What follows belongs to an exercise in optimizing a design on an open flow for small area and a short achievable clock period; a production flow would make more cautious choices. RTL that was checked went through simulation tests only; none was proved equivalent to the original. No activity file was given, so power comes from the tool's default toggle rates.

run 1:
Design FloatingPoint_Multiplier_Complete, start of the top module:
module FloatingPoint_Multiplier_Complete (
    input wire         clk,
    input wire         rst,
    input  wire [15:0] a,
    input  wire [15:0] b,
    output reg  [15:0] result,
    output reg         overflow,
    output reg         underflow
);
    wire es_g0 = a[10] & b[10];
    wire es_p0 = a[10] ^ b[10];
    wire es_g1 = a[11] & b[11];
    wire es_p1 = a[11] ^ b[11];
    wire es_g2 = a[12] & b[12];
    wire es_p2 = a[12] ^ b[12];
    wire es_g3 = a[13] & b[13];
    wire es_p3 = a[13] ^ b[13];
    wire es_g4 = a[14] & b[14];
    wire es_p4 = a[14] ^ b[14];
    wire es_G0_1 = es_g1 | (es_p1 & es_g0);
    wire es_P0_1 = es_p1 & es_p0;
    wire es_G0_2 = es_g2 | (es_p2 & es_g1);
    wire es_P0_2 = es_p2 & es_p1;
    wire es_G0_3 = es_g3 | (es_p3 & es_g2);
    wire es_P0_3 = es_p3 & es_p2;
    wire es_G0_4 = es_g4 | (es_p4 & es_g3);
    wire es_P0_4 = es_p4 & es_p3;
    wire es_G1_2 = es_G0_2 | (es_P0_2 & es_g0);
    wire es_P1_2 = es_P0_2 & es_p0;
    wire es_G1_3 = es_G0_3 | (es_P0_3 & es_G0_1);
    wire es_P1_3 = es_P0_3 & es_P0_1;
    wire es_G1_4 = es_G0_4 | (es_P0_4 & es_G0_2);
    wire es_P1_4 = es_P0_4 & es_P0_2;
    wire es_G2_4 = es_G1_4 | (es_P1_4 & es_g0);
    wire es_P2_4 = es_P1_4 & es_p0;
    wire es_s1 = es_p1 ^ es_g0;
    wire es_s2 = es_p2 ^ es_G0_1;
    wire es_s3 = es_p3 ^ es_G1_2;
    wire es_s4 = es_p4 ^ es_G1_3;
    reg        r1_sign, r1_zero, r1_ha;
    reg  [5:0] r1_es;    
    reg  [9:0] r1_ma;
    reg        r1_hb;
    reg  [9:0] r1_mb;
    always @(posedge clk) begin
  ...
clock: 7.5 ns
lec_check: 0
abc_clock_period_in_ps: 2500
cap_margin: 20
core_margin: 2
core_utilization: 40
setup_slack_margin: 4.5
slew_margin: 20
standard.sh (not shown) runs the stock make flow with config.mk's settings and CLKGATE_MAP_FILE= SYNTH_SCRIPT=/design/flow/synth_recipe.tcl, a recipe that flattens the netlist after the stock synthesis.
==> flow/flow/run.sh <==
#!/bin/bash
# Own layout flow: the standard flow (standard.sh) with two changes:
#  - synthesis runs Yosys's synth without its generic "abc -fast" pass
#    (-noabc), so the full adders written in the RTL reach extract_fa as
#    written instead of being remapped first; everything else in
#    synth_recipe.tcl (flatten, renames, registers) is unchanged;
#  - port buffers use the buffer cell named in flow/ports.txt.
# Each tool's output is in the ORFS logs under orfs/logs; make's own output
# goes to flow.log here.
set -euo pipefail
here=$(pwd)
first=$(head -n 1 synth_recipe.tcl)
if [[ "$first" != 'proc synth {args} { yosys synth -nofsm -noshare {*}$args }' ]]; then
  echo "unexpected first line of synth_recipe.tcl: $first" >&2
  exit 1
fi
{ echo 'proc synth {args} { yosys synth -nofsm -noshare -noabc {*}$args }'; tail -n +2 synth_recipe.tcl; } > own_synth.tcl
buf=$(tr -d ' \n' < flow/ports.txt)
sed -e "s#SYNTH_SCRIPT=[^ ]*#SYNTH_SCRIPT=$here/own_synth.tcl 'BUFFER_PORTS_ARGS=-buffer_cell $buf'#" standard.sh > own_standard.sh
grep -q own_synth.tcl own_standard.sh
bash own_standard.sh > flow.log 2>&1
==> flow/flow/ports.txt <==
sky130_fd_sc_hd__buf_1
## Diff of input files: run 5 against run 1
diff --git a/flow/design.v b/flow/design.v
--- a/flow/design.v
+++ b/flow/design.v
@@ -34,26 +34,24 @@
     wire es_P1_4 = es_P0_4 & es_P0_2;
     wire es_G2_4 = es_G1_4 | (es_P1_4 & es_g0);
     wire es_P2_4 = es_P1_4 & es_p0;
     wire es_s1 = es_p1 ^ es_g0;
     wire es_s2 = es_p2 ^ es_G0_1;
     wire es_s3 = es_p3 ^ es_G1_2;
     wire es_s4 = es_p4 ^ es_G1_3;
-    reg        r1_sign, r1_zero, r1_ha;
+    reg        r1_sign, r1_zero, r1_ha, r1_hb;
     reg  [5:0] r1_es;    
-    reg  [9:0] r1_ma;
-    reg        r1_hb;
-    reg  [9:0] r1_mb;
+    reg  [9:0] r1_ma, r1_mb;
     always @(posedge clk) begin
         r1_sign <= a[15] ^ b[15];
         r1_zero <= (a[14:0] == 15'd0) | (b[14:0] == 15'd0);
         r1_es   <= {es_G2_4, es_s4, es_s3, es_s2, es_s1, es_p0};
         r1_ha   <= a[14:10] != 5'd0;
-        r1_ma   <= a[9:0];
         r1_hb   <= b[14:10] != 5'd0;
+        r1_ma   <= a[9:0];
         r1_mb   <= b[9:0];
     end
     wire [10:0] mx = {r1_ha, r1_ma};
     wire [10:0] my = {r1_hb, r1_mb};
     wire pp0_0 = mx[0] & my[0], pp0_1 = mx[0] & my[1], pp0_2 = mx[0] & my[2], pp0_3 = mx[0] & my[3], pp0_4 = mx[0] & my[4], pp0_5 = mx[0] & my[5], pp0_6 = mx[0] & my[6], pp0_7 = mx[0] & my[7], pp0_8 = mx[0] & my[8], pp0_9 = mx[0] & my[9], pp0_10 = mx[0] & my[10];
     wire pp1_0 = mx[1] & my[0], pp1_1 = mx[1] & my[1], pp1_2 = mx[1] & my[2], pp1_3 = mx[1] & my[3], pp1_4 = mx[1] & my[4], pp1_5 = mx[1] & my[5], pp1_6 = mx[1] & my[6], pp1_7 = mx[1] & my[7], pp1_8 = mx[1] & my[8], pp1_9 = mx[1] & my[9], pp1_10 = mx[1] & my[10];
     wire pp2_0 = mx[2] & my[0], pp2_1 = mx[2] & my[1], pp2_2 = mx[2] & my[2], pp2_3 = mx[2] & my[3], pp2_4 = mx[2] & my[4], pp2_5 = mx[2] & my[5], pp2_6 = mx[2] & my[6], pp2_7 = mx[2] & my[7], pp2_8 = mx[2] & my[8], pp2_9 = mx[2] & my[9], pp2_10 = mx[2] & my[10];
@@ -296,40 +294,27 @@
     wire lo_s2 = lo_p2 ^ lo_G0_1;
     wire lo_s3 = lo_p3 ^ lo_G1_2;
     wire lo_s4 = lo_p4 ^ lo_G1_3;
     wire lo_s5 = lo_p5 ^ lo_G2_4;
     wire lo_s6 = lo_p6 ^ lo_G2_5;
     wire lo_s7 = lo_p7 ^ lo_G2_6;
     wire [7:0] nlo = {lo_s7, lo_s6, lo_s5, lo_s4, lo_s3, lo_s2, lo_p1, pp0_0};
-    wire zq0 = ~pp0_0;
-    wire zq1 = ~((pp0_1 ^ pp1_0) ^ pp0_0);
-    wire zq2 = ~((pp2_0 ^ hs9) ^ (pp0_1 | pp1_0));
-    wire zq3 = ~((hc9 ^ fs63) ^ (pp2_0 | hs9));
-    wire zq4 = ~((fc63 ^ fs64) ^ (hc9 | fs63));
-    wire zq5 = ~((fc64 ^ fs65) ^ (fc63 | fs64));
-    wire zq6 = ~((fc65 ^ fs66) ^ (fc64 | fs65));
-    wire zq7 = ~((fc66 ^ fs67) ^ (fc65 | fs66));
-    wire zq8 = ~((fc67 ^ fs68) ^ (fc66 | fs67));
-    wire zq9 = ~((fc68 ^ fs69) ^ (fc67 | fs68));
-    wire zr1 = ~((pp0_1 ^ pp1_0) ^ 1'b0);
-    wire z08 = zq0 & zq1 & zq2 & zq3 & zq4 & zq5 & zq6 & zq7 & zq8;    
-    wire z19 = zr1 & zq2 & zq3 & zq4 & zq5 & zq6 & zq7 & zq8 & zq9;    
     wire [6:0] e2 = {1'b0, r1_es} - 7'd15;    
     reg [20:8] r2_a;
     reg [20:8] r2_b;
     reg        r2_cin;
     reg        r2_z0;
     reg        r2_z1;
     reg        r2_sign;
     reg        r2_zero;
     reg  [6:0] r2_e;
     always @(posedge clk) begin
         r2_cin <= lo_G2_7;
-        r2_z0 <= z08;
-        r2_z1 <= z19;
+        r2_z0 <= ~|nlo[7:0];
+        r2_z1 <= ~|nlo[7:1];
         r2_a[8] <= fc67;
         r2_b[8] <= fs68;
         r2_a[9] <= fc68;
         r2_b[9] <= fs69;
         r2_a[10] <= fc69;
         r2_b[10] <= fs70;
         r2_a[11] <= fc70;
@@ -460,16 +445,16 @@
     wire hi_s6 = hi_p6 ^ hi_G2_6;
     wire hi_s7 = hi_p7 ^ hi_G2_7;
     wire hi_s8 = hi_p8 ^ hi_G3_8;
     wire hi_s9 = hi_p9 ^ hi_G3_9;
     wire hi_s10 = hi_p10 ^ hi_G3_10;
     wire hi_s11 = hi_p11 ^ hi_G3_11;
     wire hi_s12 = hi_p12 ^ hi_G3_12;
-    wire tie0 = hi_s1 & r2_z0;
-    wire tie1 = hi_s2 & r2_z1;
+    wire tie0 = hi_s1 & r2_z0 & ~hi_s0;
+    wire tie1 = hi_s2 & r2_z1 & ~hi_s0 & ~hi_s1;
     wire r0_a0_1 = hi_s2 & hi_s1;
     wire r0_a0_2 = hi_s3 & hi_s2;
     wire r0_a0_3 = hi_s4 & hi_s3;
     wire r0_a0_4 = hi_s5 & hi_s4;
     wire r0_a0_5 = hi_s6 & hi_s5;
     wire r0_a0_6 = hi_s7 & hi_s6;
     wire r0_a0_7 = hi_s8 & hi_s7;
Results
- Run 5 against run 1; synthesized cell count is down by a few percent.
- Total power: run 5 above run 1
- Summary — final worst-path setup slack, run 5 relative to run 1: higher, by 0.093 ns.
- Changes observed in run 5 relative to run 1: overall track demand over capacity in global routing increased 1.9 points, number of buffers other than clock buffers in the final layout now sits higher, combinational fraction of design power fell 1.7 points.
Function not checked in run 1: the RTL went through the layout flow alone.

-- afterwards: timing with drivers on the ports --
How much do the figures lean on ideal ports? The routed layouts below were timed once more, with nothing changed but the port constraints.
Step 1 sets driving cells, clkbuf_16 on the clock port and buf_2 on the other inputs (assumed; they add their load-dependent delay and slew).
Step 2 moves the port delays by t, midway between the first and last clock arrival at a register: inputs arrive t later, outputs are due t later. That takes back most of the time a late clock gives input paths.
Three values: ideal ports, drivers, drivers and shift; two values: the first two.
| run | t (ns) | setup slack, ns | worst hold slack (ns) | worst setup path after step 2 | clock arrival spread, ns |
|---|---|---|---|---|---|
| run 1 | 0.378 | 4.331 / 4.331 / 4.331 | 0.341 / 0.341 / 0.341 | register to register | 0.007 / 0.007 |
| run 5 | 0.389 | 4.423 / 4.423 / 4.423 | 0.329 / 0.329 / 0.329 | register to register | 0.010 / 0.009 |
After both steps setup and hold are still met in every run listed.
